This design comes from an exercise in tuning for small area on the open sky130 flow, not from production work. Function was checked by simulation only, so behaviour that the tests miss may differ from the original. Power figures rest on the tool's default switching activity, not on a simulated workload.

==> module thresh, before the edit <==
module thresh(
    input        clk,
    input        rst,
    input [10:0] av,
    input        ns,
    output reg   pulse
);
    reg  [12:0] ic;
    wire icw = ic == 13'd7441;                        
    always @(posedge clk) begin
        if (rst)
            ic <= 13'd6755;                           
        else if (icw)
            ic <= 13'd1;                              
        else
            ic <= {ic[11:0], ic[12] ^ ic[3] ^ ic[2] ^ ic[0]};
    end
    reg [3:0] ph;            
    always @(posedge clk)
        ph <= ph + 4'd1;
    wire ph0  = ph == 4'd0;
    wire ph15 = ph == 4'd15;
    reg [175:0] ring;        
    wire [10:0] head = ring[175:165];
    reg [1:0]  st;           
    reg [3:0]  nidx;         
    reg        clr;
    reg        done;
    reg [14:0] acc;          
    reg [9:0]  hyst;
    reg [10:0] mx, mn;
    wire wr = (st == 2'd3) & (ph == nidx);
    wire [10:0] rin = wr ? av : (clr ? 11'd0 : head);
    always @(posedge clk)
        ring <= {ring[164:0], rin};
    genvar g;
    wire [10:0] sel = icw ? mn : head;
    wire [10:0] dd;
    wire [11:0] dc;
    assign dc[0] = icw;
    generate for (g = 0; g < 11; g = g + 1) begin : g_dd
        wire y = ~sel[g];
        assign dd[g]   = mx[g] ^ y ^ dc[g];
        assign dc[g+1] = (mx[g] & y) | (mx[g] & dc[g]) | (y & dc[g]);
    end endgenerate
    wire hlt = dc[11];       
    wire hge = ~hlt;
    wire dn  = ~ph0 & done;
    wire        hcnd = (dd[10:2] == 0) & (|mx[10:2]);
    wire [9:0]  hn   = {dd[10:5], dd[4] | hcnd, dd[3:2], dd[1] & ~hcnd};
    always @(posedge clk) begin
        if (rst) begin
            st   <= 0;
            nidx <= 4'd15;
            clr  <= 1;
            hyst <= 10'd8;
        end else begin
            if (icw) begin
                st   <= 2'd1;
                hyst <= hn;
                clr  <= 0;
            end else if (ph15 & (st != 0)) begin
                st <= st + 2'd1;
                if (st == 2'd3)
                    nidx <= nidx - 4'd1;
            end
            if (st == 2'd2)
                done <= dn | hlt;
        end
    end
    always @(posedge clk) begin
        if (clr | ((st == 2'd2) & ~dn & hlt))
            mn <= head;
        if (clr | ((st == 2'd3) & hge))
            mx <= head;
    end
    wire [14:0] aa = acc;
    wire [14:0] as;
    wire [15:0] ac;
    assign ac[0] = 1'b0;
    generate for (g = 0; g < 15; g = g + 1) begin : g_acc
        if (g < 11) begin : full
            assign as[g]   = aa[g] ^ head[g] ^ ac[g];
            assign ac[g+1] = (aa[g] & head[g]) | (aa[g] & ac[g]) | (head[g] & ac[g]);
        end else begin : half
            assign as[g]   = aa[g] ^ ac[g];
            assign ac[g+1] = aa[g] & ac[g];
        end
    end endgenerate
    wire aclr = (st == 2'd1) & ph15;
    always @(posedge clk) begin
        if (rst)
            acc <= 15'h4000;
        else if (aclr)
            acc <= 0;
        else if (st == 2'd2)
            acc <= as;
    end
    wire [11:0] thr = acc[14:3];
    wire [11:0] hb  = {2'b0, hyst} ^ {12{pulse}};
    wire [11:0] ylim;
    wire [12:0] yc;
    wire [12:0] pc;
    wire [11:0] smp = {av, 1'b0};
    assign yc[0] = pulse;
    assign pc[0] = ~pulse;
    generate for (g = 0; g < 12; g = g + 1) begin : g_lim
        wire ny = ~ylim[g];
        assign ylim[g] = thr[g] ^ hb[g] ^ yc[g];
        assign yc[g+1] = (thr[g] & hb[g]) | (thr[g] & yc[g]) | (hb[g] & yc[g]);
        assign pc[g+1] = (smp[g] & ny) | (smp[g] & pc[g]) | (ny & pc[g]);
    end endgenerate
    always @(posedge clk) begin
        if (rst)
            pulse <= 0;
        else if (ns)
            pulse <= pc[12];
    end
endmodule
==> module counter, before the edit <==
module counter(
    input            clk,
    input            rst,
    input            pulse,
    input            mtick,
    output reg [2:0] m1,     
    output reg [3:0] m2,     
    output reg [3:0] m3      
);
    reg  [18:0] wc;
    wire wev  = wc == 19'd186189;                     
    wire w18  = wc == 19'd446282;                     
    always @(posedge clk) begin
        if (rst | wev)
            wc <= 19'd1;                              
        else
            wc <= {wc[17:0], wc[18] ^ wc[5] ^ wc[1] ^ wc[0]};
    end
    reg pa, frz, rdy, pend;
    reg [2:0] t2;
    reg [3:0] hh, kk;
    wire edg = pulse & ~pa & ~wev;
    wire upd = mtick & rdy;
    always @(posedge clk)
        if (~wev)
            pa <= pulse;
    always @(posedge clk) begin
        if (rst) begin
            frz  <= 1;
            rdy  <= 1;
            pend <= 0;
            t2   <= 0;
            hh   <= 0;
            kk   <= 0;
        end else begin
            if (wev)
                frz <= 1;
            if (w18)
                rdy <= 1;
            if (upd) begin
                m1   <= t2;
                m2   <= hh;
                m3   <= kk;
                t2   <= (pend | edg) ? 3'd3 : 3'd0;
                hh   <= 0;
                kk   <= 0;
                pend <= 0;
                frz  <= 0;
                rdy  <= 0;
            end else if (edg) begin
                if (frz)
                    pend <= 1;
                else if (t2 >= 3'd2) begin
                    t2 <= t2 - 3'd2;
                    if (hh == 4'd9) begin
                        hh <= 0;
                        kk <= (kk == 4'd9) ? 4'd0 : kk + 4'd1;
                    end else begin
                        hh <= hh + 4'd1;
                    end
                end else begin
                    t2 <= t2 + 3'd3;
                end
            end
        end
    end
endmodule
==> module display, before the edit <==
module display(
    input        clk,
    input        rst,
    input  [2:0] m1,
    input  [3:0] m2,
    input  [3:0] m3,
    output       mtick,
    output [6:0] seg,
    output       dp,
    output [3:0] an
);
    reg  [10:0] mc;
    assign mtick = mc == 11'd1482;                    
    always @(posedge clk) begin
        if (rst | mtick)
            mc <= 11'd1;                              
        else
            mc <= {mc[9:0], mc[10] ^ mc[8]};
    end
    reg [3:0] anode;
    always @(posedge clk) begin
        if (rst)
            anode <= 0;
        else if (mtick)
            anode <= {anode[2:0], anode[3] | (anode == 4'd0)};
    end
    wire [3:0] dig = anode[1] ? {m1, 1'b0} : anode[2] ? m2 : anode[3] ? m3 :
                     anode[0] ? 4'd0 : 4'd8;
    wire [3:0] d = dig;
    wire [6:0] pat;
    assign pat[0] = (~d[3] & ~d[2] & ~d[1] & d[0]) | (d[2] & ~d[1] & ~d[0]);
    assign pat[1] = (d[2] & ~d[1] & d[0]) | (d[2] & d[1] & ~d[0]);
    assign pat[2] = ~d[2] & d[1] & ~d[0];
    assign pat[3] = (~d[3] & ~d[2] & ~d[1] & d[0]) | (d[2] & ~d[1] & ~d[0]) | (d[2] & d[1] & d[0]);
    assign pat[4] = (d[2] & ~d[1]) | d[0];
    assign pat[5] = (~d[3] & ~d[2] & d[0]) | (~d[2] & d[1]) | (d[1] & d[0]);
    assign pat[6] = (~d[3] & ~d[2] & ~d[1]) | (d[2] & d[1] & d[0]);
    assign an  = ~anode;
    assign seg = pat;
    assign dp  = |anode;
endmodule
export LEC_CHECK = 0
export CAP_MARGIN = 20
export CORE_MARGIN = 2
export CORE_UTILIZATION = 40
export SLEW_MARGIN = 20
create_clock -name core_clock -period 20.0 [get_ports {mclk}]
standard.sh (not shown) runs the stock make flow with config.mk's settings and CLKGATE_MAP_FILE= SYNTH_SCRIPT=/design/flow/synth_recipe.tcl, a recipe that flattens the netlist after the stock synthesis.
==> flow/flow/run.sh <==
#!/bin/bash
# Layout flow: the standard flow (standard.sh), with
#  - synthesis through flow/own_synth.tcl: the standard flow's synthesis script with a
#    different ABC script and full adders only;
#  - port buffers of the smallest buffer cell;
#  - clock tree synthesis without dummy loads.
# Each step's output goes to its own log file here.
set -euo pipefail
work=$(pwd)
export FLOW_SYNTH_TCL="$work/synth_recipe.tcl"
args=(
  "SYNTH_SCRIPT=$work/flow/own_synth.tcl"
  "BUFFER_PORTS_ARGS=-buffer_cell sky130_fd_sc_hd__buf_1"
  "CTS_ARGS=-sink_clustering_enable -repair_clock_nets -sink_clustering_size 32 -sink_clustering_max_diameter 100 -buf_list sky130_fd_sc_hd__clkbuf_4 -root_buf sky130_fd_sc_hd__clkbuf_4 -sink_clustering_buffer sky130_fd_sc_hd__clkbuf_16 -dont_use_dummy_load"
)
bash standard.sh "${args[@]}" synth > "$work/own_synth.log" 2>&1
bash standard.sh "${args[@]}" finish > "$work/own_finish.log" 2>&1
test -f "$work/out/final.def"
==> flow/flow/own_synth.tcl <==
# Synthesis script for this flow: the standard flow's own synthesis script (which makes
# every synth call skip the fsm and share passes, then flattens and renames),
# with two commands replaced before it runs:
#  - extract_fa extracts full adders only (no half adders);
#  - abc runs Yosys's default area script on the same liberty and don't-use
#    list, without ORFS's speed script, delay target and buffering.
# Neither touches a register.
proc extract_fa {args} { yosys extract_fa -fa }
proc abc {args} {
  set keep {}
  set skip 0
  foreach a $args {
    if {$skip} { set skip 0; continue }
    if {$a eq "-script" || $a eq "-constr" || $a eq "-D"} { set skip 1; continue }
    lappend keep $a
  }
  yosys abc {*}$keep
}
source $::env(FLOW_SYNTH_TCL)
The first run completed without violations.
Next try:
--- a/flow/design.v
+++ b/flow/design.v
@@ -99,6 +99,10 @@
     end
     reg [3:0] ph;            
-    always @(posedge clk)
-        ph <= ph + 4'd1;
+    always @(posedge clk) begin
+        if (rst)
+            ph <= 0;
+        else
+            ph <= ph + 4'd1;
+    end
     wire ph0  = ph == 4'd0;
     wire ph15 = ph == 4'd15;
@@ -107,9 +111,9 @@
     reg [1:0]  st;           
     reg [3:0]  nidx;         
-    reg        clr;
-    reg        done;
+    reg        done;         
     reg [14:0] acc;          
     reg [9:0]  hyst;
     reg [10:0] mx, mn;
+    wire clr = done & ~st[1];
     wire wr = (st == 2'd3) & (ph == nidx);
     wire [10:0] rin = wr ? av : (clr ? 11'd0 : head);
@@ -135,5 +139,5 @@
             st   <= 0;
             nidx <= 4'd15;
-            clr  <= 1;
+            done <= 1;
             hyst <= 10'd8;
         end else begin
@@ -141,5 +145,4 @@
                 st   <= 2'd1;
                 hyst <= hn;
-                clr  <= 0;
             end else if (ph15 & (st != 0)) begin
                 st <= st + 2'd1;
@@ -149,4 +152,6 @@
             if (st == 2'd2)
                 done <= dn | hlt;
+            if (st == 2'd3)
+                done <= 0;
         end
     end
@@ -210,12 +215,9 @@
 );
     reg  [18:0] wc;
-    wire wev  = wc == 19'd186189;                     
-    wire w18  = wc == 19'd446282;                     
-    always @(posedge clk) begin
-        if (rst | wev)
-            wc <= 19'd1;                              
-        else
-            wc <= {wc[17:0], wc[18] ^ wc[5] ^ wc[1] ^ wc[0]};
-    end
+    wire wev  = wc == 19'd486979;                     
+    wire w18  = wc == 19'd115479;                     
+    wire wld  = rst | wev;
+    always @(posedge clk)
+        wc <= ~({19{wld}} | {wc[17:0], wc[18] ^ wc[5] ^ wc[1] ^ wc[0]});
     reg pa, frz, rdy, pend;
     reg [2:0] t2;
@@ -279,11 +281,8 @@
 );
     reg  [10:0] mc;
-    assign mtick = mc == 11'd1482;                    
-    always @(posedge clk) begin
-        if (rst | mtick)
-            mc <= 11'd1;                              
-        else
-            mc <= {mc[9:0], mc[10] ^ mc[8]};
-    end
+    assign mtick = mc == 11'd317;                     
+    wire mld = rst | mtick;
+    always @(posedge clk)
+        mc <= ~({11{mld}} | {mc[9:0], mc[10] ^ mc[8]});
     reg [3:0] anode;
     always @(posedge clk) begin
Result:
- sequential share of layout area goes up by 0.33 points
- synthesized area goes down by 1.0%
- power goes up by 1.0%
- cell count stays flat
- combinational power goes up by 44%
- global-route usage goes up by 0.21 points
- core utilization goes down by 0.15 points
- fmax goes down by 3.4%

==> static timing again, ports no longer ideal <==
The results above use ideal ports. As a check the final layouts listed here were re-extracted and re-timed, cells and wires unchanged. Step 1: set_driving_cell puts a clkbuf_16 on mclk and a buf_2 on each other input, an assumption about the parent block. Step 2 moves the port delays by t, midway between the first and last clock arrival at a register: inputs arrive t later, outputs are due t later. That takes back most of the time a late clock gives input paths. Slacks: no drivers / after step 1 / after step 2; pairs: no drivers / after step 1.
| run | shift t [ns] | slack for setup (ns) | worst hold slack (ns) | clock arrival spread, ns |
|---|---|---|---|---|
| the first run | 0.680 | 13.386 / 13.348 / 13.528 | 0.311 / 0.311 / 0.311 | 0.044 / 0.044 |
| the second run | 0.696 | 13.155 / 13.113 / 13.554 | 0.291 / 0.291 / 0.291 | 0.080 / 0.079 |
After both steps setup and hold are still met in every run listed.
